This design comes from an exercise in tuning for a short achievable clock period and few clock cycles on the open sky130 flow, not from production work.
Only simulation tests tie the RTL to the original design; equivalence was not proved.
No activity file was given, so power comes from the tool's default toggle rates.

[design/flow/config.mk]
export PLATFORM = sky130hd
export DESIGN_NAME = riscvmulti
export DESIGN_NICKNAME = riscvmulti
export VERILOG_FILES = /design/flow/design.v
export SDC_FILE = /design/flow/constraint.sdc
export NUM_CORES = 4
export LEC_CHECK = 0
export ABC_CLOCK_PERIOD_IN_PS = 2500
export CAP_MARGIN = 20
export CORE_MARGIN = 2
export CORE_UTILIZATION = 35
export PLACE_DENSITY = 0.5
export SLEW_MARGIN = 20
[design/flow/constraint.sdc]
create_clock -name core_clock -period 9.0 [get_ports {clk}]
set_input_delay 1.8000 -clock core_clock [delete_from_list [all_inputs] [get_ports {clk}]]
set_output_delay 1.8000 -clock core_clock [all_outputs]
set_load 0.01 [all_outputs]
[design/flow/design.v]
module riscvmulti(input  logic        clk, reset,
                  output logic        MemWrite,
                  output logic [31:0] Adr, WriteData,
                  input  logic [31:0] ReadData);
  localparam logic [6:0] OP_R = 7'b0110011, OP_I = 7'b0010011, OP_LW = 7'b0000011,
                         OP_SW = 7'b0100011, OP_BEQ = 7'b1100011, OP_JAL = 7'b1101111;
  localparam int NC = 16;    
  logic [11:2] fa;                  
  logic [31:0] adr_q;               
  logic        id_v;                
  logic [31:0] ir, id_pc;
  logic [31:0] pcn;                 
  logic [31:1] s1_oh, s2_oh;
  logic        b1_ex, b1_mm, b1_w, b2_ex, b2_mm, b2_w;
  logic        ex_v;                
  logic [31:0] ex_a, ex_b, ex_sd, ex_tgt;    
  logic [4:0]  ex_rd;
  logic        ex_wr, ex_sub, ex_and, ex_or, ex_slt, ex_ld, ex_st, ex_br, ex_jal, ex_ar;
  logic [31:0] ex_link;             
  logic        m_v;                 
  logic [31:0] m_adr;
  logic        mm_wr, mm_ld;        
  logic [4:0]  mm_rd;
  logic [31:0] mm_res;
  logic        w_v;                 
  logic [4:0]  w_rd;
  logic [31:0] w_d;
  logic [31:1][31:0] rf;
  logic [NC-1:0]       ic_v;
  logic [NC-1:0][11:6] ic_tag;
  logic [NC-1:0][31:0] ic_dat;
  logic          cs_hit, cf_hit, fa_seq, fa_same;
  logic [31:0]   cs_dat, cf_dat;
  logic [31:0] ex_sum, ex_res;
  logic        ex_eq, ex_taken;
  logic [32:0] ex_s33;
  assign ex_s33 = {ex_a, 1'b1} + {ex_b, ex_sub};
  assign ex_sum = ex_s33[32:1];
  assign ex_res = ({32{ex_ar}} & ex_sum) | ({32{ex_and}} & (ex_a & ex_b)) |
                  ({32{ex_or}} & (ex_a | ex_b)) | {31'b0, ex_slt & ex_sum[31]} |
                  ({32{ex_jal}} & ex_link);
  assign ex_eq    = (ex_a == ex_b);
  assign ex_taken = ex_v & ex_br & ex_eq;
  logic [6:0]  op;
  logic [4:0]  rs1, rs2, rd;
  logic [2:0]  f3;
  logic        is_r, is_i, is_lw, is_sw, is_beq, is_jal, is_jmp, is_alu;
  logic        d_sub, d_and, d_or, d_slt;
  logic [31:0] imm_i, imm_s, imm_b, imm_j, tgt_b, tgt_j, pc4, succ;
  logic [31:0] rv1, rv2o, rv2, bo;
  logic        stall, id_go;
  assign op  = ir[6:0];
  assign rd  = ir[11:7];
  assign f3  = ir[14:12];
  assign rs1 = ir[19:15];
  assign rs2 = ir[24:20];
  assign is_r   = (op == OP_R);
  assign is_i   = (op == OP_I);
  assign is_lw  = (op == OP_LW);
  assign is_sw  = (op == OP_SW);
  assign is_beq = (op == OP_BEQ);
  assign is_jal = (op == OP_JAL);
  assign is_jmp = is_jal | (is_beq & (rs1 == rs2));    
  assign is_alu = is_r | is_i;
  assign d_slt  = is_alu & (f3 == 3'b010);
  assign d_sub  = (is_r & ir[30] & (f3 == 3'b000)) | d_slt;
  assign d_and  = is_alu & (f3 == 3'b111);
  assign d_or   = is_alu & (f3 == 3'b110);
  assign imm_i = {{20{ir[31]}}, ir[31:20]};
  assign imm_s = {{20{ir[31]}}, ir[31:25], ir[11:7]};
  assign imm_b = {{20{ir[31]}}, ir[7], ir[30:25], ir[11:8], 1'b0};
  assign imm_j = {{12{ir[31]}}, ir[19:12], ir[20], ir[30:21], 1'b0};
  assign tgt_b = id_pc + imm_b;
  assign tgt_j = id_pc + imm_j;
  assign pc4   = id_pc + 32'd4;
  assign succ  = ~is_jmp ? pc4 : is_jal ? tgt_j : tgt_b;    
  logic [31:0] rf1, rf2;
  always_comb begin
    rf1 = 32'b0;
    rf2 = 32'b0;
    for (int k = 1; k < 32; k++) begin
      rf1 = rf1 | ({32{s1_oh[k]}} & rf[k]);
      rf2 = rf2 | ({32{s2_oh[k]}} & rf[k]);
    end
  end
  logic byp2_ex;
  assign byp2_ex = b2_ex;
  always_comb begin
    if (b1_ex)        rv1 = ex_res;
    else if (b1_mm)   rv1 = mm_res;
    else if (b1_w)    rv1 = w_d;
    else              rv1 = rf1;
    if (b2_mm)        rv2o = mm_res;
    else if (b2_w)    rv2o = w_d;
    else              rv2o = rf2;
    rv2 = byp2_ex ? ex_res : rv2o;
    if (is_sw)         bo = imm_s;
    else if (is_i | is_lw)  bo = d_sub ? ~imm_i : imm_i;
    else if (byp2_ex)       bo = d_sub ? ~ex_res : ex_res;
    else                    bo = d_sub ? ~rv2o : rv2o;
  end
  logic use1, use2;
  assign use1  = is_alu | is_lw | is_sw | (is_beq & ~is_jmp);
  assign use2  = is_r | is_sw | (is_beq & ~is_jmp);
  assign stall = id_v & (((ex_v & ex_ld & (ex_rd != 5'd0)) &
                          ((use1 & (ex_rd == rs1)) | (use2 & (ex_rd == rs2)))) |
                         (mm_ld & ((use1 & (mm_rd == rs1)) | (use2 & (mm_rd == rs2)))));
  assign id_go = id_v & ~stall & ~ex_taken;            
  logic        m_next, c_hit, fetch, take, f_jal, f_jmp;
  logic [31:0] fw;
  logic [11:2] fa_nx;
  assign m_next = ex_v & (ex_ld | ex_st);              
  assign c_hit  = (fa_seq & cs_hit) | (fa_same & cf_hit);
  assign fetch  = (~m_v | c_hit) & ~stall;
  assign fw     = ~m_v ? ReadData : fa_seq ? cs_dat : cf_dat;
  assign take   = fetch & ~ex_taken;                   
  logic [31:0] cw;
  logic        r_jal, r_jmp, c_jal, c_jmp;
  logic [11:2] r_tj, r_tb, c_tj, c_tb;
  assign cw     = fa_seq ? cs_dat : cf_dat;
  assign r_jal  = (ReadData[6:0] == OP_JAL);
  assign r_jmp  = r_jal | ((ReadData[6:0] == OP_BEQ) & (ReadData[19:15] == ReadData[24:20]));
  logic        cs_jal, cs_jmp, cf_jal, cf_jmp;
  logic [11:2] cs_tj, cs_tb, cf_tj, cf_tb;
  assign cs_jal = (cs_dat[6:0] == OP_JAL);
  assign cs_jmp = cs_jal | ((cs_dat[6:0] == OP_BEQ) & (cs_dat[19:15] == cs_dat[24:20]));
  assign cf_jal = (cf_dat[6:0] == OP_JAL);
  assign cf_jmp = cf_jal | ((cf_dat[6:0] == OP_BEQ) & (cf_dat[19:15] == cf_dat[24:20]));
  assign cs_tj  = fa + {cs_dat[20], cs_dat[30:22]};
  assign cs_tb  = fa + {cs_dat[7], cs_dat[30:25], cs_dat[11:9]};
  assign cf_tj  = fa + {cf_dat[20], cf_dat[30:22]};
  assign cf_tb  = fa + {cf_dat[7], cf_dat[30:25], cf_dat[11:9]};
  assign c_jal  = fa_seq ? cs_jal : cf_jal;
  assign c_jmp  = fa_seq ? cs_jmp : cf_jmp;
  assign r_tj   = fa + {ReadData[20], ReadData[30:22]};
  assign r_tb   = fa + {ReadData[7], ReadData[30:25], ReadData[11:9]};
  assign c_tj   = ({10{fa_seq}} & cs_tj) | ({10{~fa_seq}} & cf_tj);
  assign c_tb   = ({10{fa_seq}} & cs_tb) | ({10{~fa_seq}} & cf_tb);
  assign f_jal  = m_v ? c_jal : r_jal;
  assign f_jmp  = m_v ? c_jmp : r_jmp;
  logic        tr, tc;
  logic [11:2] fa1, early_nx, late_nx, late_a;
  assign tr       = take & ~m_v;                       
  assign tc       = take & m_v;                        
  assign fa1      = fa + 10'd1;
  assign early_nx = ({10{ex_taken}} & ex_tgt[11:2]) |
                    ({10{tc & c_jal}} & c_tj) | ({10{tc & ~c_jal & c_jmp}} & c_tb) |
                    ({10{tc & ~c_jmp}} & fa1) | ({10{~take & ~ex_taken}} & fa);
  assign late_nx  = ({10{tr & r_jal}} & r_tj) | ({10{tr & ~r_jal & r_jmp}} & r_tb) |
                    ({10{tr & ~r_jmp}} & fa1);
  assign late_a   = ({10{~m_next & tr & r_jal}} & r_tj) | ({10{~m_next & tr & ~r_jal & r_jmp}} & r_tb) |
                    ({10{~m_next & tr & ~r_jmp}} & fa1);
  assign fa_nx    = early_nx | late_nx;
  logic [31:0] adr_nx;
  assign adr_nx   = ({32{m_next}} & ex_sum) |
                    {20'b0, ({10{~m_next}} & early_nx) | late_a, 2'b0};
  assign Adr = adr_q;
  logic [4:0]  n1, n2;
  logic        id_wr;
  logic [31:1] n1_oh, n2_oh;
  assign n1    = take ? fw[19:15] : rs1;
  assign n2    = take ? fw[24:20] : rs2;
  assign id_wr = (is_alu | is_jal) & (rd != 5'd0);
  always_comb
    for (int k = 1; k < 32; k++) begin
      n1_oh[k] = (n1 == 5'(k));
      n2_oh[k] = (n2 == 5'(k));
    end
  logic [11:2] s;
  logic        cs_h, cf_h;
  assign s    = fa + 10'd1;
  assign cs_h = ic_v[s[5:2]] & (ic_tag[s[5:2]] == s[11:6]) & ~(MemWrite & (m_adr[11:2] == s));
  assign cf_h = ic_v[fa[5:2]] & (ic_tag[fa[5:2]] == fa[11:6]) & ~(MemWrite & (m_adr[11:2] == fa));
  always_ff @(posedge clk, posedge reset)
    if (reset) begin
      fa       <= '0;
      adr_q    <= 32'b0;
      mm_wr    <= 1'b0;
      mm_ld    <= 1'b0;
      w_v      <= 1'b0;
      id_v     <= 1'b0;
      ex_v     <= 1'b0;
      m_v      <= 1'b0;
      MemWrite <= 1'b0;
      ic_v     <= '0;
      fa_seq   <= 1'b0;
      fa_same  <= 1'b0;
      pcn      <= 32'b0;
    end else begin
      fa    <= fa_nx;
      adr_q <= adr_nx;
      mm_wr <= ex_v & ex_wr;
      mm_ld <= ex_v & ex_ld & (ex_rd != 5'd0);
      w_v   <= mm_wr | mm_ld;
      if (ex_taken)   id_v <= 1'b0;
      else if (take)  id_v <= 1'b1;
      else if (id_go) id_v <= 1'b0;
      ex_v     <= id_go & (is_alu | is_lw | is_sw | (is_beq & ~is_jmp) | is_jal);
      m_v      <= m_next;
      MemWrite <= ex_v & ex_st;
      fa_seq   <= take & ~f_jmp;
      fa_same  <= ~take & ~ex_taken;
      if (ex_taken)  pcn <= ex_tgt;
      else if (id_v) pcn <= succ;
      if (~m_v)
        ic_v[fa[5:2]] <= 1'b1;
      else if (MemWrite & (ic_tag[m_adr[5:2]] == m_adr[11:6]))
        ic_v[m_adr[5:2]] <= 1'b0;
    end
  always_ff @(posedge clk) begin
    s1_oh <= n1_oh;
    s2_oh <= n2_oh;
    b1_ex <= id_go & id_wr & (rd == n1);
    b2_ex <= id_go & id_wr & (rd == n2);
    b1_mm <= ex_v & ex_wr & (ex_rd == n1);
    b2_mm <= ex_v & ex_wr & (ex_rd == n2);
    b1_w  <= (mm_wr | mm_ld) & (mm_rd == n1);
    b2_w  <= (mm_wr | mm_ld) & (mm_rd == n2);
    if (take) begin
      ir    <= fw;
      id_pc <= id_v ? succ : pcn;
    end
    if (~m_v) begin
      ic_tag[fa[5:2]] <= fa[11:6];
      ic_dat[fa[5:2]] <= ReadData;
    end
    cs_hit <= cs_h;
    cs_dat <= ic_dat[s[5:2]];
    cf_hit <= cf_h | ~m_v;                  
    cf_dat <= ~m_v ? ReadData : ic_dat[fa[5:2]];
    begin
      ex_a   <= rv1;
      ex_link <= pc4;
      ex_jal <= is_jal;
      ex_ar  <= ~d_and & ~d_or & ~d_slt & ~is_jal;
      ex_b   <= bo;
      ex_sd  <= rv2;
      ex_tgt <= tgt_b;
      ex_rd  <= rd;
      ex_wr  <= (is_alu | is_jal) & (rd != 5'd0);
      ex_sub <= d_sub;
      ex_and <= d_and;
      ex_or  <= d_or;
      ex_slt <= d_slt;
      ex_ld  <= is_lw;
      ex_st  <= is_sw;
      ex_br  <= is_beq & ~is_jmp;
    end
    m_adr     <= ex_sum;
    WriteData <= ex_sd;
    mm_rd     <= ex_rd;
    mm_res    <= ex_res;
    w_rd      <= mm_rd;
    w_d       <= mm_ld ? ReadData : mm_res;
  end
  always_ff @(posedge clk)
    for (int r = 1; r < 32; r++)
      if (w_v & (w_rd == 5'(r))) rf[r] <= w_d;
endmodule
[design/flow/flow/run.sh]
#!/bin/bash
set -euo pipefail
bash standard.sh SETUP_SLACK_MARGIN=6.5 finish > standard.log 2>&1
[design/flow/standard.sh]
#!/bin/bash
# synth_recipe.tcl (not shown) runs the flow's synth.tcl, then flattens the netlist and writes it again
# the make line also repeats each setting of config.mk as NAME=value (left out here)
make -C /OpenROAD-flow-scripts/flow DESIGN_CONFIG=/design/flow/config.mk WORK_HOME=/design/flow/orfs CLKGATE_MAP_FILE= SYNTH_SCRIPT=/design/flow/synth_recipe.tcl "${@:-finish}"
==> results.txt, run 1 <==
Synth:
- The portion of synthesized cell area occupied by the leading cell type is 0.4681.
- Synthesis produced a netlist whose cell count is 8050.
- The simple-gate area share of the yosys netlist is 0.06299.
- The area of the mapped netlist is 0.1068 mm².
- In the synthesized netlist, the cells that appear most often are sky130_fd_sc_hd__edfxtp_1 (1664), sky130_fd_sc_hd__a22o_1 (592), sky130_fd_sc_hd__clkbuf_1 (537).
- The leading cell type by number of instances after synthesis is sky130_fd_sc_hd__edfxtp_1.
- In the post-synthesis netlist, the biggest area contributors are sky130_fd_sc_hd__edfxtp_1 (47%), sky130_fd_sc_hd__mux4_2 (8.8%), sky130_fd_sc_hd__dfxtp_1 (8.0%).
- The share of the synthesized area in compound gates (AO/OA/AOI/OAI) is 0.1636.
- The top cell type by total area after synthesis is sky130_fd_sc_hd__edfxtp_1.
- The number of different library cells in the post-synthesis netlist is 91.
- In this run, synthesis inferred 1664 flip-flops with an integrated enable.
- Counting flops with an async set or reset pin after synthesis yields a share of 0.04527.
- For this run, the number of Yosys warnings is 1.
- By area, the combinational part of the netlist is dominated by compound AO/OA/AOI/OAI gates.
- Of the total synthesized cell area, the portion taken by XOR and XNOR cells is 0.02084.
- The synthesized netlist net count is 8255.
- In the synthesized netlist the dominant register cell turns out to be sky130_fd_sc_hd__edfxtp_1.
- Each instance of the synthesized netlist takes up on average 13.26 µm².
- Counting flops and latches in the post-synthesis netlist gives 2187.
- The post-synthesis mux area share is 0.1322.
- The share of the Yosys chip area taken by registers is 0.5708.
- Of the total synthesized cell area, the portion taken by full adders, half adders and majority gates is 0.02075.

Clock network:
- In this run the deepest clock path goes through 4 buffers.
- The number of clock buffers inserted by TritonCTS is 241.
- At the later pin of the worst-skew pair, clock insertion delay measures 1.03 ns.
- Clock-pin slew was measured on the worst setup and hold paths at 0.07 ns.
- The H-tree generated during clock tree synthesis spans 4 levels.
- The number of clock sinks seen by CTS is 2187.
- The hold buffer count at cts is 0.
- TritonCTS built the clock tree.
- The tree is rooted in a sky130_fd_sc_hd__clkbuf_16.

GRT:
- The number of antenna violations at the first check in global routing came to 59.
- The number of global-route vias before repair is 86808.
- Entering global routing, the biggest net connects 89 pins.
- For this run the aggregate overflow at the end of global routing stands at 0.
- The first global-routing pass estimated 743400 µm of wire.
- For this run, the total global-route usage over all layers was measured as 0.3467.

Layout:
- More flip-flops sit in one register than any other, and that register is rf.
- The layout filler cell count is 25363.
- In the final layout, the share of cells above drive strength 1 is 0.4262.
- The flip-flop count of the largest register after layout is 992.
- After routing the design area is 0.1476 mm².
- In the final design database the tool counted 9378 nets.
- The area added between synthesis and finish is 38.22%.

Setup path:
- Counting cells, the worst reg-to-reg path comes to 15.
- The required time at the endpoint of the critical path is 9.64 ns.
- The worst setup path is captured at a flip-flop.
- STA classifies the critical path startpoint as a flip-flop.
- The category of the most critical setup path is flip-flop to flip-flop.
- Data on the critical path arrives at its endpoint at 4.03 ns.
- The peak fanout along the critical path is 5.

Place:
- Once detailed placement completed, the half-perimeter wirelength came to 278800 µm.
- The total cell area at the placement stage is 0.1130 mm².
- During placement, the flow inserted port buffers numbering 98.
- The final weighted congestion of routability-driven global placement is 0.9211.

Pwr:
- The share of total power dissipated in the clock network is 0.208.
- In this run the static leakage power is 54.07 nW.
- Of the total power, registers draw 0.319.
- The combinational fraction of design power is 0.472.
- Of the total power, the share spent switching nets is 0.3751.
- In this run the power spent charging and discharging nets is 19.40 mW.
- The power density normalized to cell area is 350.6 mW/mm².
- VDD sags by at most 0.4606 mV.
- The internal power of the cells is 32.33 mW.

Outcome:
- The flow ran to the end and the layout has no timing, DRC or antenna violations.

Timing:
- The smallest clock period supported by the final layout is computed as 3.383 ns.
- The remaining max-slew budget at the tightest pin is 0.1616.
- Setup repair after global routing could not meet its margin everywhere.
- The final number of setup-violating endpoints is 0.
- The number of hold violations in the final report was 0.
- The transition time at the pin with the least slew margin is 1.258 ns.
- Derived from the worst setup path, the maximum achievable clock frequency is 295.6 MHz.
- The final clock skew is 0.1507 ns.
- The number of pins exceeding their max-slew limit in the final report was 0.
- The share of the clock period used by the worst path after layout is 0.3759.
- For the final routed database, the setup TNS stands at 0 ns.

Die:
- The initial utilization of the core area, before any placement, comes to 0.3523.
- The die footprint is 0.3094 mm².
- The top-level I/O count is 99.
- The die width is 556.3 µm.
- The core box area is 0.3030 mm².
- The floorplan step set the die height to 556.3 µm.
- In this run the core area contains 202 standard-cell rows.

Routing:
- The detailed router finished its first iteration with 16452 violations.
- The count of TritonRoute iterations in the first routing pass is 8.
- The detailed-route via count is 93237.
- The routed wire length is 565000 µm.
- The detail route stage leaves a number of antenna-violating nets equal to 0.
- The residual DRC count is 0.
- After detailed routing, the average wire length per cell comes to 42.16 µm.
- Dividing the detail-routed via count by the number of cells gives 6.957.

Worst hold path:
- The worst hold path passes through 0 cells.
- In this run the worst hold path is classified as flip-flop to flip-flop.

Flow run:
- The number of maximum-capacitance violations is 0.
[cells by family after synthesis]
kind of cell / after synthesis
AO/OA/AOI/OAI: 2339
XOR/XNOR: 254
adder cells (fa/ha/maj): 171
buffers and inverters: 808
flip-flops: 2187
multiplexers: 843
AND/OR/NAND/NOR: 1448
[final timing paths]
check | from | to | slack [ns]
worst min-delay path | ex_sd[12]$_DFF_P_ | WriteData[12]$_DFF_P_ | 0.33
max in group asynchronous | reset | fa[2]$_DFF_PP0_ | 6.72
worst min register to register | ex_sd[12]$_DFF_P_ | WriteData[12]$_DFF_P_ | 0.33
worst max register to register | fa[3]$_DFF_PP0_ | ic_tag[5]$_DFFE_PN_ | 5.62
worst max-delay path | fa[3]$_DFF_PP0_ | ic_tag[5]$_DFFE_PN_ | 5.62
min in group asynchronous | reset | w_v$_DFF_PP0_ | 1.21
[area by class of cell]
type	instances	area, µm²	share of cell area
Tap cell	3978	4977	0.03373
Antenna cell	41	102.6	0.0006953
Multi-Input combinational cell	5058	51830	0.3512
Timing Repair Buffer	1516	19980	0.1354
Clock inverter	152	1882	0.01275
Timing Repair inverter	14	254.0	0.001721
Inverter	155	719.4	0.004876
Clock buffer	300	6560	0.04446
Sequential cell	2187	61250	0.4151
[power by group through the flow]
stage               sequential, mW  clock, mW  combinational [mW]
floorplan                     15.6          0                9.56
global placement              16.5          0                14.2
detailed placement            16.6          0                14.3
CTS                           16.4       10.8                21.6
global route                  16.7       11.2                25.0
finish                        16.5       10.8                24.4
[what timing repair did]
item	in CTS	in global routing
buffers inserted	739	257
resized for setup	2664	740
setup endpoints to repair	1592	1297
gates cloned	156	28
pin swaps	543	428
[layer usage]
| metal | track usage | part of all wire | vias to the layer above | wire length, µm |
|---|---|---|---|---|
| li1 | - | - | 34921 | - |
| met1 | 0.4360 | 0.35 | 47046 | 196800 |
| met2 | 0.5031 | 0.42 | 8787 | 235400 |
| met3 | 0.1140 | 0.14 | 2449 | 80800 |
| met4 | 0.2402 | 0.091 | 34 | 51640 |
| met5 | 0 | 0.00059 | - | 335 |
[cell usage in the layout, fill, tap and decap left out, types with 87 or more instances in the layout]
cell type                   Yosys  routed
sky130_fd_sc_hd__a22oi_1      349     338
sky130_fd_sc_hd__edfxtp_1    1664    1664
sky130_fd_sc_hd__nand2_1      469     313
sky130_fd_sc_hd__clkbuf_16      0     267
sky130_fd_sc_hd__a221oi_1     337     255
sky130_fd_sc_hd__nor2_1       402     259
sky130_fd_sc_hd__a21oi_1      328     213
sky130_fd_sc_hd__buf_12         0     201
sky130_fd_sc_hd__nand3_1      147     113
sky130_fd_sc_hd__mux2_2       344     205
sky130_fd_sc_hd__buf_6          2     378
sky130_fd_sc_hd__buf_16         0     147
sky130_fd_sc_hd__o21ai_2        0      87
sky130_fd_sc_hd__nor2_4         0      89
sky130_fd_sc_hd__mux4_2       418     418
sky130_fd_sc_hd__inv_1        151     112
sky130_fd_sc_hd__buf_4          1     657
sky130_fd_sc_hd__dfxtp_1      424     296
sky130_fd_sc_hd__a22o_1       592     592
sky130_fd_sc_hd__mux2_4         0     139
sky130_fd_sc_hd__nand4_1      175     175
sky130_fd_sc_hd__xnor2_1      160     119
[metrics by stage]
stage	power [mW]	worst slack [ns]	util	instances	hold slack, ns
global route	52.90	5.575	0.4866	13369	0.3297
CTS	48.79	5.586	0.4675	13074	0.3259
finish	51.74	5.617	0.4869	13401	0.3258
detailed placement	30.88	3.284	0.3727	11727	0.3121
floorplan	25.18	4.989	-	8050	0.3096
global placement	30.68	3.127	0.3727	11726	0.3188
[critical path: stages (launching register included)]
cell                         delay [ns]
sky130_fd_sc_hd__dfrtp_4           0.52
sky130_fd_sc_hd__buf_12            0.14
sky130_fd_sc_hd__clkinvlp_4        0.10
sky130_fd_sc_hd__buf_6             0.11
sky130_fd_sc_hd__ha_4              0.18
sky130_fd_sc_hd__a21o_1            0.17
sky130_fd_sc_hd__a21oi_2           0.20
sky130_fd_sc_hd__xnor2_2           0.17
sky130_fd_sc_hd__buf_4             0.18
sky130_fd_sc_hd__buf_6             0.10
sky130_fd_sc_hd__nor2_4            0.04
sky130_fd_sc_hd__a211o_4           0.38
sky130_fd_sc_hd__nor3_4            0.21
sky130_fd_sc_hd__and2_4            0.23
sky130_fd_sc_hd__a21oi_4           0.07
sky130_fd_sc_hd__a221o_1           0.33
Testbench counts, summed over its fixed seeds: cycles 45,481.
==> run 2: changes to the inputs <==
--- a/design/flow/design.v
+++ b/design/flow/design.v
@@ -21,2 +21,3 @@
   logic [31:0] m_adr;
+  logic        m_st;                
   logic        mm_wr, mm_ld;        
@@ -171,4 +172,6 @@
   assign s    = fa + 10'd1;
-  assign cs_h = ic_v[s[5:2]] & (ic_tag[s[5:2]] == s[11:6]) & ~(MemWrite & (m_adr[11:2] == s));
-  assign cf_h = ic_v[fa[5:2]] & (ic_tag[fa[5:2]] == fa[11:6]) & ~(MemWrite & (m_adr[11:2] == fa));
+  logic m_wr;
+  assign m_wr = m_v & m_st;
+  assign cs_h = ic_v[s[5:2]] & (ic_tag[s[5:2]] == s[11:6]) & ~(m_wr & (m_adr[11:2] == s));
+  assign cf_h = ic_v[fa[5:2]] & (ic_tag[fa[5:2]] == fa[11:6]) & ~(m_wr & (m_adr[11:2] == fa));
   always_ff @(posedge clk, posedge reset)
@@ -206,3 +209,3 @@
         ic_v[fa[5:2]] <= 1'b1;
-      else if (MemWrite & (ic_tag[m_adr[5:2]] == m_adr[11:6]))
+      else if (m_wr & (ic_tag[m_adr[5:2]] == m_adr[11:6]))
         ic_v[m_adr[5:2]] <= 1'b0;
@@ -249,2 +252,3 @@
     m_adr     <= ex_sum;
+    m_st      <= ex_st;
     WriteData <= ex_sd;
--- a/design/flow/config.mk
+++ b/design/flow/config.mk
@@ -10,4 +10,4 @@
 export CORE_MARGIN = 2
-export CORE_UTILIZATION = 35
-export PLACE_DENSITY = 0.5
+export CORE_UTILIZATION = 30
+export PLACE_DENSITY = 0.45
 export SLEW_MARGIN = 20
==> run 2 against run 1 <==
Against the previous run: still clean on timing, DRC and antenna; total power grew 0.41%; global-route usage shrank 4.8 points; non-clock buffer count shrank 133; worst hold slack lost 0.081 ns; fmax shrank 2.7%; critical endpoint is now ic_tag[34]$_DFFE_PN_.
==> results.txt, run 2 <==
Synth:
- Leading post-synthesis cells by instance count: sky130_fd_sc_hd__edfxtp_1 (1664), sky130_fd_sc_hd__a22o_1 (590), sky130_fd_sc_hd__clkbuf_1 (541) (was sky130_fd_sc_hd__edfxtp_1 (1664), sky130_fd_sc_hd__a22o_1 (592), sky130_fd_sc_hd__clkbuf_1 (537)).
- The portion of synthesized cell area occupied by the leading cell type is 0.4669 (was 0.4681).
- The most frequently used flop master after synthesis is sky130_fd_sc_hd__edfxtp_1 (unchanged).
- The async set-or-reset flop fraction in the synthesized netlist was 0.04525 (was 0.04527).
- The leading cell type by number of instances after synthesis is sky130_fd_sc_hd__edfxtp_1 (unchanged).
- The warning count from the yosys run is 1 (unchanged).
- The gate count after technology mapping was 8040 (was 8050).
- The post-synthesis sequential area ratio is 0.5695 (was 0.5708).
- The mean cell area of the mapped netlist is 13.31 µm² (was 13.26 µm²).
- The count of flip-flops with a built-in enable after synthesis came to 1664 (unchanged).
- The synthesized netlist net count is 8245 (was 8255).
- The top cell type by total area after synthesis is sky130_fd_sc_hd__edfxtp_1 (unchanged).
- The number of flip-flops and latches in the synthesized netlist is 2188 (was 2187).
- The area of the mapped netlist is 0.1070 mm² (was 0.1068 mm²).
- Leading post-synthesis cells by cell area: sky130_fd_sc_hd__edfxtp_1 (47%), sky130_fd_sc_hd__mux4_2 (8.8%), sky130_fd_sc_hd__dfxtp_1 (7.9%) (was sky130_fd_sc_hd__edfxtp_1 (47%), sky130_fd_sc_hd__mux4_2 (8.8%), sky130_fd_sc_hd__dfxtp_1 (8.0%)).
- The number of different library cells in the post-synthesis netlist came to 100 (was 91).

GRT:
- The number of antenna violations at the first check in global routing is 44 (was 59).
- The maximum number of pins on one net before global-route repair is 197 (was 89).
- The number of global-route vias before repair is 86011 (was 86808).
- The wire length of the first global-routing pass is 752700 µm (was 743400 µm).
- The overall track demand over capacity in global routing is 0.2989 (was 0.3467).
- The total global routing overflow is 0 (unchanged).

Timing:
- The share of the clock period used by the worst path after layout is 0.3864 (was 0.3759).
- The number of hold violations in the final report is 0 (unchanged).
- The highest achievable clock rate came to 287.6 MHz (was 295.6 MHz).
- The number of pins exceeding their max-slew limit in the final report was 0 (unchanged).
- Unrepaired setup endpoints after global routing: true (unchanged).
- The final worst setup slack was 5.523 ns (was 5.617 ns).
- The minimum clock period after layout is 3.477 ns (was 3.383 ns).
- The remaining max-slew budget at the tightest pin is 0.1721 (was 0.1616).
- The final clock skew is 0.1230 ns (was 0.1507 ns).
- The transition time at the pin with the least slew margin is 1.240 ns (was 1.258 ns).
- The final number of setup-violating endpoints is 0 (unchanged).

Routing:
- The residual DRC count came to 0 (unchanged).
- The count of TritonRoute iterations in the first routing pass is 10 (was 8).
- The detailed-route via count came to 91682 (was 93237).
- The violation count after the first detailed-routing iteration came to 14332 (was 16452).
- The routed wire length is 574400 µm (was 565000 µm).
- The detail-routed via count per cell is 6.538 (was 6.957).
- The mean routed wirelength per cell is 40.96 µm (was 42.16 µm).
- The final antenna-violating net count is 0 (unchanged).

Setup path:
- The critical path endpoint category is a flip-flop (unchanged).
- The peak fanout along the critical path is 6 (was 5).
- The delay of the slowest cell on the worst path is 0.53 ns (was 0.52 ns).
- The category of the most critical setup path is flip-flop to flip-flop (unchanged).
- Cells along the critical path: clkinvlp_4 > ha_4 > a21o_1 > a21oi_4 > xnor2_4 > nor3b_4 > ha_4 > clkinv_8 > nor3_4 > nand2_4 > o31ai_4 > a32o_1 > nand2_2 > a22o_1 (was buf_12 > clkinvlp_4 > buf_6 > ha_4 > a21o_1 > a21oi_2 > xnor2_2 > buf_4 > buf_6 > nor2_4 > a211o_4 > nor3_4 > and2_4 > a21oi_4 > a221o_1).
- The required time at the endpoint of the critical path is 9.65 ns (was 9.64 ns).
- The register-to-register setup slack is 5.52 ns (was 5.62 ns).
- The critical path launch point type is a flip-flop (unchanged).
- The most repeated library cell on the critical path is sky130_fd_sc_hd__ha_4 (was sky130_fd_sc_hd__buf_6).
- The cell type of the slowest stage on the worst timing path is sky130_fd_sc_hd__dfrtp_4 (unchanged).
- The critical path arrival is 4.12 ns (was 4.03 ns).

Layout:
- The flip-flop count of the largest register after layout came to 992 (unchanged).
- The most flop-heavy register is rf (unchanged).
- The layout filler cell count was 32217 (was 25363).
- The final layout net count is 9220 (was 9378).
- The final cell area excluding filler cells is 0.1466 mm² (was 0.1476 mm²).
- The area added between synthesis and finish is 36.99% (was 38.22%).
- The final core area utilization was 0.4126 (was 0.4869).
- Commonest non-fill, non-tap cells in the layout: sky130_fd_sc_hd__edfxtp_1 (1664), sky130_fd_sc_hd__a22o_1 (590), sky130_fd_sc_hd__buf_4 (530), sky130_fd_sc_hd__mux4_2 (419), sky130_fd_sc_hd__buf_6 (346) (was sky130_fd_sc_hd__edfxtp_1 (1664), sky130_fd_sc_hd__buf_4 (657), sky130_fd_sc_hd__a22o_1 (592), sky130_fd_sc_hd__mux4_2 (418), sky130_fd_sc_hd__buf_6 (378)).
- The commonest non-fill, non-tap cell in the layout is sky130_fd_sc_hd__edfxtp_1 (unchanged).
- The share of cells above drive strength 1 is 0.4014 (was 0.4262).

Place:
- The minimum setup slack after placement is 2.621 ns (was 3.284 ns).
- The total cell area at the placement stage is 0.1140 mm² (was 0.1130 mm²).
- The count of input and output buffers was 98 (unchanged).
- The estimated wirelength of the detail-placed design is 286100 µm (was 278800 µm).
- The final weighted congestion of routability-driven global placement is 0.8967 (was 0.9211).

Flow run:
- The number of maximum-capacitance violations is 0 (unchanged).

Die:
- The die width is 601.3 µm (was 556.3 µm).
- The die span in y is 601.3 µm (was 556.3 µm).
- The starting utilization of the core area is 0.3011 (was 0.3523).
- The floorplan row count is 219 (was 202).
- The die footprint is 0.3615 mm² (was 0.3094 mm²).
- The top-level I/O count was 99 (unchanged).
- The core box area is 0.3554 mm² (was 0.3030 mm²).

Clock network:
- The number of H-tree branching levels is 4 (unchanged).
- The clock tree from TritonCTS is done (unchanged).
- The clock transition at the registers of the reported paths is 0.06 ns (was 0.07 ns).
- The source-to-sink clock delay at the later pin of the worst-skew pair is 1.00 ns (was 1.03 ns).
- The buffer depth of the longest clock path came to 4 (unchanged).
- The number of clock sinks seen by CTS is 2188 (was 2187).
- The root buffer cell is sky130_fd_sc_hd__clkbuf_16 (unchanged).
- The number of clock buffers inserted by TritonCTS is 241 (unchanged).

Pwr:
- The peak supply drop is 0.4304 mV (was 0.4606 mV).
- The power density normalized to cell area is 354.3 mW/mm² (was 350.6 mW/mm²).
- The static leakage is 53.16 nW (was 54.07 nW).

Worst hold path:
- The class of the most critical hold timing path is flip-flop to flip-flop (unchanged).

Outcome:
- Outcome: complete, no violations (unchanged).
[run 2: layer usage]
metal,vias to the layer above,global-route usage,share of wire
li1,34690,-,-
met1,47062,0.3829,0.37
met2,7807,0.4418,0.42
met3,2096,0.08974,0.12
met4,27,0.1833,0.082
met5,-,0.004228,0.00069
[run 2: cell type report]
cell class,instances,area [µm²],share of cell area
flip-flops and latches,2188,61260,0.4178
multi-input cells,5046,51410,0.3507
repair buffers,1383,19030,0.1298
clock buffers,348,7078,0.04828
well taps,4751,5944,0.04054
clock inverters,106,1040,0.007092
inverters,152,683.2,0.004659
diodes,47,117.6,0.0008022
repair inverters,3,47.55,0.0003243
[run 2: final timing paths]
kind / startpoint / end / cells past startpoint
max: fa[3]$_DFF_PP0_ / ic_tag[34]$_DFFE_PN_ / 14
min: ex_sd[22]$_DFF_P_ / WriteData[22]$_DFF_P_ / 0
max reg2reg: fa[3]$_DFF_PP0_ / ic_tag[34]$_DFFE_PN_ / 14
min reg2reg: ex_sd[22]$_DFF_P_ / WriteData[22]$_DFF_P_ / 0
max in group asynchronous: reset / adr_q[1]$_DFF_PP0_ / 3
min in group asynchronous: reset / ic_v[6]$_DFFE_PP0P_ / 2
[run 2: metrics by stage]
| stage | TNS, ns | power, mW | instances | hold slack (ns) |
|---|---|---|---|---|
| CTS | 0 | 48.64 | 13716 | 0.2556 |
| detailed placement | 0 | 31.02 | 12483 | 0.3121 |
| global route | 0 | 53.24 | 13991 | 0.2635 |
| floorplan | -722.20 | 25.29 | 8040 | 0.3096 |
| finish | 0 | 51.95 | 14024 | 0.2447 |
| global placement | 0 | 30.84 | 12483 | 0.3117 |
[run 2: report_power, final]
group / leakage [nW] / switching [mW] / internal [mW]
Sequential: 20.9 / 2.41 / 14.2
Combinational: 28.2 / 12.7 / 12.3
Clock: 4.01 / 4.45 / 5.94
[run 2: cells by family (layout without fill, tap and decap cells)]
family,count (synthesis),after routing,share of synthesized area
AO/OA/AOI/OAI,2402,2403,0.1670
AND/OR/NAND/NOR,1375,1382,0.06083
flip-flops,2188,2188,0.5695
XOR/XNOR,256,256,0.02108
multiplexers,834,834,0.1315
other,0,47,0
buffers and inverters,814,1992,0.02944
adder cells (fa/ha/maj),171,171,0.02069
[run 2: worst max-delay path, delay by kind of cell, from the launching register on]
kind,cells,cell delay (ns)
DFF,1,0.53
xor gates and xnor gates,1,0.12
buffers and inverters,2,0.30
and+or+nand+nor,4,0.69
AOI/OAI and AO/OA,5,1.06
adders and majority gates,2,0.50
[run 2: repair_timing]
action / 4_1_cts / 5_1_grt
resized for setup: 2519 / 758
cloned: 148 / 29
hold buffers: 0 / 0
buffers inserted: 631 / 231
endpoints found under the setup margin: 1913 / 1692
pin swaps: 503 / 460
Testbench counts of run 2, summed over its fixed seeds: cycles 45,481.
==> run 3: changes to the inputs <==
--- a/design/flow/design.v
+++ b/design/flow/design.v
@@ -21,3 +21,2 @@
   logic [31:0] m_adr;
-  logic        m_st;                
   logic        mm_wr, mm_ld;        
@@ -116,25 +115,15 @@
   assign fw     = ~m_v ? ReadData : fa_seq ? cs_dat : cf_dat;
-  assign take   = fetch & ~ex_taken;                   
+  logic        id_redir;
+  assign id_redir = id_v & is_beq & is_jmp & ~ex_taken;
+  assign take   = fetch & ~ex_taken & ~id_redir;       
   logic [31:0] cw;
   logic        r_jal, r_jmp, c_jal, c_jmp;
-  logic [11:2] r_tj, r_tb, c_tj, c_tb;
+  logic [11:2] r_tj, c_tj;
   assign cw     = fa_seq ? cs_dat : cf_dat;
   assign r_jal  = (ReadData[6:0] == OP_JAL);
-  assign r_jmp  = r_jal | ((ReadData[6:0] == OP_BEQ) & (ReadData[19:15] == ReadData[24:20]));
-  logic        cs_jal, cs_jmp, cf_jal, cf_jmp;
-  logic [11:2] cs_tj, cs_tb, cf_tj, cf_tb;
-  assign cs_jal = (cs_dat[6:0] == OP_JAL);
-  assign cs_jmp = cs_jal | ((cs_dat[6:0] == OP_BEQ) & (cs_dat[19:15] == cs_dat[24:20]));
-  assign cf_jal = (cf_dat[6:0] == OP_JAL);
-  assign cf_jmp = cf_jal | ((cf_dat[6:0] == OP_BEQ) & (cf_dat[19:15] == cf_dat[24:20]));
-  assign cs_tj  = fa + {cs_dat[20], cs_dat[30:22]};
-  assign cs_tb  = fa + {cs_dat[7], cs_dat[30:25], cs_dat[11:9]};
-  assign cf_tj  = fa + {cf_dat[20], cf_dat[30:22]};
-  assign cf_tb  = fa + {cf_dat[7], cf_dat[30:25], cf_dat[11:9]};
-  assign c_jal  = fa_seq ? cs_jal : cf_jal;
-  assign c_jmp  = fa_seq ? cs_jmp : cf_jmp;
+  assign r_jmp  = r_jal;
+  assign c_jal  = (cw[6:0] == OP_JAL);
+  assign c_jmp  = c_jal;
   assign r_tj   = fa + {ReadData[20], ReadData[30:22]};
-  assign r_tb   = fa + {ReadData[7], ReadData[30:25], ReadData[11:9]};
-  assign c_tj   = ({10{fa_seq}} & cs_tj) | ({10{~fa_seq}} & cf_tj);
-  assign c_tb   = ({10{fa_seq}} & cs_tb) | ({10{~fa_seq}} & cf_tb);
+  assign c_tj   = fa + {cw[20], cw[30:22]};
   assign f_jal  = m_v ? c_jal : r_jal;
@@ -146,9 +135,7 @@
   assign fa1      = fa + 10'd1;
-  assign early_nx = ({10{ex_taken}} & ex_tgt[11:2]) |
-                    ({10{tc & c_jal}} & c_tj) | ({10{tc & ~c_jal & c_jmp}} & c_tb) |
-                    ({10{tc & ~c_jmp}} & fa1) | ({10{~take & ~ex_taken}} & fa);
-  assign late_nx  = ({10{tr & r_jal}} & r_tj) | ({10{tr & ~r_jal & r_jmp}} & r_tb) |
-                    ({10{tr & ~r_jmp}} & fa1);
-  assign late_a   = ({10{~m_next & tr & r_jal}} & r_tj) | ({10{~m_next & tr & ~r_jal & r_jmp}} & r_tb) |
-                    ({10{~m_next & tr & ~r_jmp}} & fa1);
+  assign early_nx = ({10{ex_taken}} & ex_tgt[11:2]) | ({10{id_redir}} & tgt_b[11:2]) |
+                    ({10{tc & c_jal}} & c_tj) | ({10{tc & ~c_jal}} & fa1) |
+                    ({10{~take & ~ex_taken & ~id_redir}} & fa);
+  assign late_nx  = ({10{tr & r_jal}} & r_tj) | ({10{tr & ~r_jal}} & fa1);
+  assign late_a   = ({10{~m_next & tr & r_jal}} & r_tj) | ({10{~m_next & tr & ~r_jal}} & fa1);
   assign fa_nx    = early_nx | late_nx;
@@ -172,6 +159,4 @@
   assign s    = fa + 10'd1;
-  logic m_wr;
-  assign m_wr = m_v & m_st;
-  assign cs_h = ic_v[s[5:2]] & (ic_tag[s[5:2]] == s[11:6]) & ~(m_wr & (m_adr[11:2] == s));
-  assign cf_h = ic_v[fa[5:2]] & (ic_tag[fa[5:2]] == fa[11:6]) & ~(m_wr & (m_adr[11:2] == fa));
+  assign cs_h = ic_v[s[5:2]] & (ic_tag[s[5:2]] == s[11:6]) & ~(MemWrite & (m_adr[11:2] == s));
+  assign cf_h = ic_v[fa[5:2]] & (ic_tag[fa[5:2]] == fa[11:6]) & ~(MemWrite & (m_adr[11:2] == fa));
   always_ff @(posedge clk, posedge reset)
@@ -197,3 +182,3 @@
       w_v   <= mm_wr | mm_ld;
-      if (ex_taken)   id_v <= 1'b0;
+      if (ex_taken | id_redir) id_v <= 1'b0;
       else if (take)  id_v <= 1'b1;
@@ -204,3 +189,3 @@
       fa_seq   <= take & ~f_jmp;
-      fa_same  <= ~take & ~ex_taken;
+      fa_same  <= ~take & ~ex_taken & ~id_redir;
       if (ex_taken)  pcn <= ex_tgt;
@@ -209,3 +194,3 @@
         ic_v[fa[5:2]] <= 1'b1;
-      else if (m_wr & (ic_tag[m_adr[5:2]] == m_adr[11:6]))
+      else if (MemWrite & (ic_tag[m_adr[5:2]] == m_adr[11:6]))
         ic_v[m_adr[5:2]] <= 1'b0;
@@ -252,3 +237,2 @@
     m_adr     <= ex_sum;
-    m_st      <= ex_st;
     WriteData <= ex_sd;
==> run 3 against run 2 <==
Against the previous run: still clean on timing, DRC and antenna; non-clock buffer count is 35 lower; core utilization down 0.34 points; sequential share of layout area increased by 1.0 points; critical endpoint is now adr_q[11]$_DFF_PP0_; largest power group unchanged.
==> results.txt, run 3 <==
GRT:
- The total global routing overflow is 0 (unchanged).
- The number of global-route vias before repair is 82719 (was 86011).
- The number of antenna violations at the first check in global routing is 42 (was 44).
- The wire length of the first global-routing pass was 723600 µm (was 752700 µm).
- The overall track demand over capacity in global routing is 0.2929 (was 0.2989).
- The maximum number of pins on one net before global-route repair is 164 (was 197).

Synth:
- The warning count from the yosys run is 1 (unchanged).
- The number of flip-flops and latches in the synthesized netlist is 2187 (was 2188).
- The synthesized netlist net count is 7961 (was 8245).
- The most frequently used flop master after synthesis was sky130_fd_sc_hd__edfxtp_1 (unchanged).
- Leading post-synthesis cells by cell area: sky130_fd_sc_hd__edfxtp_1 (47%), sky130_fd_sc_hd__mux4_2 (9.0%), sky130_fd_sc_hd__dfxtp_1 (8.1%) (was sky130_fd_sc_hd__edfxtp_1 (47%), sky130_fd_sc_hd__mux4_2 (8.8%), sky130_fd_sc_hd__dfxtp_1 (7.9%)).
- Leading post-synthesis cells by instance count: sky130_fd_sc_hd__edfxtp_1 (1664), sky130_fd_sc_hd__a22o_1 (643), sky130_fd_sc_hd__clkbuf_1 (470) (was sky130_fd_sc_hd__edfxtp_1 (1664), sky130_fd_sc_hd__a22o_1 (590), sky130_fd_sc_hd__clkbuf_1 (541)).
- The portion of synthesized cell area occupied by the leading cell type came to 0.4746 (was 0.4669).
- The area of the mapped netlist is 0.1053 mm² (was 0.1070 mm²).
- The top cell type by total area after synthesis was sky130_fd_sc_hd__edfxtp_1 (unchanged).
- The count of flip-flops with a built-in enable after synthesis is 1664 (unchanged).
- The number of different library cells in the post-synthesis netlist is 96 (was 100).
- The gate count after technology mapping is 7778 (was 8040).
- The post-synthesis sequential area ratio is 0.5787 (was 0.5695).
- The async set-or-reset flop fraction in the synthesized netlist is 0.04527 (was 0.04525).
- The mean cell area of the mapped netlist is 13.54 µm² (was 13.31 µm²).
- The leading cell type by number of instances after synthesis is sky130_fd_sc_hd__edfxtp_1 (unchanged).

Routing:
- The detail-routed via count per cell is 6.495 (was 6.538).
- The routed wire length is 548700 µm (was 574400 µm).
- The mean routed wirelength per cell is 40.40 µm (was 40.96 µm).
- The residual DRC count is 0 (unchanged).
- The count of TritonRoute iterations in the first routing pass is 12 (was 10).
- The detailed-route via count came to 88205 (was 91682).
- The violation count after the first detailed-routing iteration came to 15299 (was 14332).
- The final antenna-violating net count is 0 (unchanged).

Timing:
- The share of the clock period used by the worst path after layout is 0.3939 (was 0.3864).
- The minimum clock period after layout is 3.545 ns (was 3.477 ns).
- The final clock skew is 0.09601 ns (was 0.1230 ns).
- Unrepaired setup endpoints after global routing: true (unchanged).
- The highest achievable clock rate was 282.1 MHz (was 287.6 MHz).
- The total negative slack is 0 ns (unchanged).
- The transition time at the pin with the least slew margin is 1.278 ns (was 1.240 ns).
- The final number of setup-violating endpoints came to 0 (unchanged).
- The remaining max-slew budget at the tightest pin is 0.1482 (was 0.1721).
- The number of pins exceeding their max-slew limit in the final report was 0 (unchanged).
- The number of hold violations in the final report is 0 (unchanged).

Clock network:
- The clock transition at the registers of the reported paths is 0.06 ns (about the same).
- The buffer depth of the longest clock path was 4 (unchanged).
- The source-to-sink clock delay at the later pin of the worst-skew pair is 0.99 ns (was 1.00 ns).
- The root buffer cell was sky130_fd_sc_hd__clkbuf_16 (unchanged).
- The clock tree from TritonCTS is done (unchanged).
- The number of clock buffers inserted by TritonCTS is 241 (unchanged).
- The number of clock sinks seen by CTS is 2187 (was 2188).
- The hold buffer count at cts is 0 (unchanged).
- The number of H-tree branching levels is 4 (unchanged).

Setup path:
- The required time at the endpoint of the critical path is 9.84 ns (was 9.65 ns).
- The startpoint of the most critical setup path is fa_seq$_DFF_PP0_ (was fa[3]$_DFF_PP0_).
- The register-to-register setup slack was 5.45 ns (was 5.52 ns).
- The critical path arrival is 4.39 ns (was 4.12 ns).
- The category of the most critical setup path is flip-flop to flip-flop (unchanged).
- The launch point of the worst reg-to-reg path is fa_seq$_DFF_PP0_ (was fa[3]$_DFF_PP0_).
- The critical path endpoint category was a flip-flop (unchanged).
- The capture instance of the worst register-to-register path is adr_q[11]$_DFF_PP0_ (was ic_tag[34]$_DFFE_PN_).
- The critical path launch point type is a flip-flop (unchanged).
- The end of the critical path is adr_q[11]$_DFF_PP0_ (was ic_tag[34]$_DFFE_PN_).
- The peak fanout along the critical path is 5 (was 6).
- The worst reg2reg path depth came to 14 (unchanged).

Layout:
- The area added between synthesis and finish came to 35.79% (was 36.99%).
- The final layout net count came to 8914 (was 9220).
- The most flop-heavy register is rf (unchanged).
- The final cell area excluding filler cells is 0.1430 mm² (was 0.1466 mm²).
- The share of cells above drive strength 1 is 0.3995 (was 0.4014).
- The commonest non-fill, non-tap cell in the layout is sky130_fd_sc_hd__edfxtp_1 (unchanged).
- Commonest non-fill, non-tap cells in the layout: sky130_fd_sc_hd__edfxtp_1 (1664), sky130_fd_sc_hd__a22o_1 (643), sky130_fd_sc_hd__buf_4 (483), sky130_fd_sc_hd__mux4_2 (420), sky130_fd_sc_hd__buf_6 (375) (was sky130_fd_sc_hd__edfxtp_1 (1664), sky130_fd_sc_hd__a22o_1 (590), sky130_fd_sc_hd__buf_4 (530), sky130_fd_sc_hd__mux4_2 (419), sky130_fd_sc_hd__buf_6 (346)).
- The flip-flop count of the largest register after layout came to 992 (unchanged).

Die:
- The die width is 596.4 µm (was 601.3 µm).
- The die footprint is 0.3557 mm² (was 0.3615 mm²).
- The floorplan row count is 217 (was 219).
- The starting utilization of the core area is 0.3013 (was 0.3011).
- The die span in y is 596.4 µm (was 601.3 µm).
- The top-level I/O count is 99 (unchanged).
- The core box area came to 0.3494 mm² (was 0.3554 mm²).

Flow run:
- The number of maximum-capacitance violations is 0 (unchanged).

Place:
- The final weighted congestion of routability-driven global placement was 0.9107 (was 0.8967).
- The count of input and output buffers is 98 (unchanged).
- The total cell area at the placement stage is 0.1124 mm² (was 0.1140 mm²).
- The estimated wirelength of the detail-placed design is 281400 µm (was 286100 µm).

Pwr:
- The peak supply drop came to 0.2958 mV (was 0.4304 mV).
- The static leakage is 51.90 nW (was 53.16 nW).
- The power density normalized to cell area is 345.2 mW/mm² (was 354.3 mW/mm²).

Worst hold path:
- The class of the most critical hold timing path is flip-flop to flip-flop (unchanged).
- The worst hold path startpoint is ex_sd[10]$_DFF_P_ (was ex_sd[22]$_DFF_P_).

Outcome:
- Outcome: complete, no violations (unchanged).
## run 3: cell types whose count changed after synthesis, moves of 36 or more
cell,delta
sky130_fd_sc_hd__o21ai_0,-80
sky130_fd_sc_hd__clkbuf_1,-71
sky130_fd_sc_hd__nand2_1,-58
sky130_fd_sc_hd__a22o_1,+53
sky130_fd_sc_hd__buf_1,+44
sky130_fd_sc_hd__a21oi_1,-36
## run 3: logic make-up (layout without fill, tap and decap cells)
group	after synthesis	count (layout)	synth area share
compound gates	2290	2291	0.1650
xor+xnor	223	223	0.01855
fa+ha+maj	149	149	0.01813
buf+inv	815	1976	0.03047
flops	2187	2187	0.5787
mux	817	817	0.1318
other cells	0	40	0
simple gates	1297	1298	0.05735
## run 3: power by group
| group | internal (mW) | leakage [nW] | switching [mW] | total (mW) |
|---|---|---|---|---|
| clock | 5.70 | 3.89 | 4.49 | 10.2 |
| combinational | 11.6 | 27.0 | 11.2 | 22.7 |
| sequential | 14.1 | 21.0 | 2.31 | 16.4 |
| total | 31.4 | 51.9 | 18.0 | 49.4 |
## run 3: worst min-delay path by stage
| stage | to | slack [ns] | depth (start not counted) |
|---|---|---|---|
| 2_1_floorplan | WriteData[0]$_DFF_P_ | 0.31 | 0 |
| 3_3_place_gp | WriteData[18]$_DFF_P_ | 0.31 | 0 |
| 3_5_place_dp | WriteData[18]$_DFF_P_ | 0.31 | 0 |
| 4_1_cts | WriteData[10]$_DFF_P_ | 0.33 | 0 |
| 5_1_grt | WriteData[30]$_DFF_P_ | 0.33 | 0 |
| 6_report | WriteData[10]$_DFF_P_ | 0.33 | 0 |
## run 3: metrics by stage
stage          total power [mW]  utilization  instances  hold WS (ns)  setup WS (ns)
6_report                  49.36       0.4092      13580        0.3265          5.455
5_1_grt                   50.67       0.4091      13565        0.3341          5.425
4_1_cts                   46.15       0.3921      13262        0.3264          5.482
3_5_place_dp              29.77       0.3216      12083        0.3121          3.840
3_3_place_gp              29.58       0.3216      12081        0.3150          3.610
2_1_floorplan             24.74            -       7778        0.3096          4.951
## run 3: worst max-delay path, stage by stage (launching register included)
cell	delay, ns
sky130_fd_sc_hd__dfrtp_4	0.53
sky130_fd_sc_hd__buf_12	0.16
sky130_fd_sc_hd__mux2_4	0.36
sky130_fd_sc_hd__ha_4	0.22
sky130_fd_sc_hd__a21o_1	0.16
sky130_fd_sc_hd__a21oi_2	0.18
sky130_fd_sc_hd__nor2b_1	0.08
sky130_fd_sc_hd__o21a_1	0.20
sky130_fd_sc_hd__o41a_1	0.35
sky130_fd_sc_hd__a21o_1	0.21
sky130_fd_sc_hd__a21oi_2	0.19
sky130_fd_sc_hd__xnor2_2	0.15
sky130_fd_sc_hd__o31ai_2	0.08
sky130_fd_sc_hd__a211o_1	0.27
sky130_fd_sc_hd__mux2_4	0.26
## run 3: final cells by class
class | count | area (µm²)
repair inverters | 6 | 98.84
well taps | 4599 | 5754
diodes | 40 | 100.1
repair buffers | 1348 | 18250
inverters | 169 | 752.0
flip-flops and latches | 2187 | 61200
clock buffers | 332 | 6837
clock inverters | 121 | 1091
multi-input cells | 4778 | 48890
fillers | 31714 | 206500
## run 3: what timing repair did
action,CTS,global route
endpoints found under the setup margin,1799,1347
resized for setup,2092,791
setup buffers,593,254
cloned,133,24
pin swaps,415,358
## run 3: layer usage
layer  track usage  vias up  part of all wire
met4        0.1746       22             0.078
met2        0.4244     7272              0.42
met1        0.3900    45509              0.38
met5      0.008114        -            0.0010
li1              -    33613                 -
met3       0.07888     1789              0.12
Testbench counts of run 3, summed over its fixed seeds: cycles 45,994.

afterwards: timing with drivers on the ports:
The results above use ideal ports. As a check the final layouts listed here were re-extracted and re-timed, cells and wires unchanged.
Step 1 assumes that a clkbuf_16 drives the clock port and a buf_2 every other input.
Step 2 moves the port delays by t, midway between the first and last clock arrival at a register: inputs arrive t later, outputs are due t later. That takes back most of the time a late clock gives input paths.
Three values: ideal ports, drivers, drivers and shift; two values: the first two.
| run | t (ns) | setup WS [ns] | worst hold slack (ns) | worst slew at a driven data input, ns |
|---|---|---|---|---|
| run 1 | 1.047 | 5.617 / 5.515 / 4.643 | 0.326 / 0.326 / 0.326 | 0.07 |
| run 2 | 1.043 | 5.523 / 5.523 / 4.481 | 0.245 / 0.245 / 0.245 | 0.15 |
| run 3 | 1.059 | 5.455 / 5.381 / 4.511 | 0.326 / 0.326 / 0.326 | 0.30 |
After both steps setup and hold are still met in every run listed. The setup slack of run 2, which loses most, moves by 0.000 ns with the drivers and by -1.042 ns with both steps.
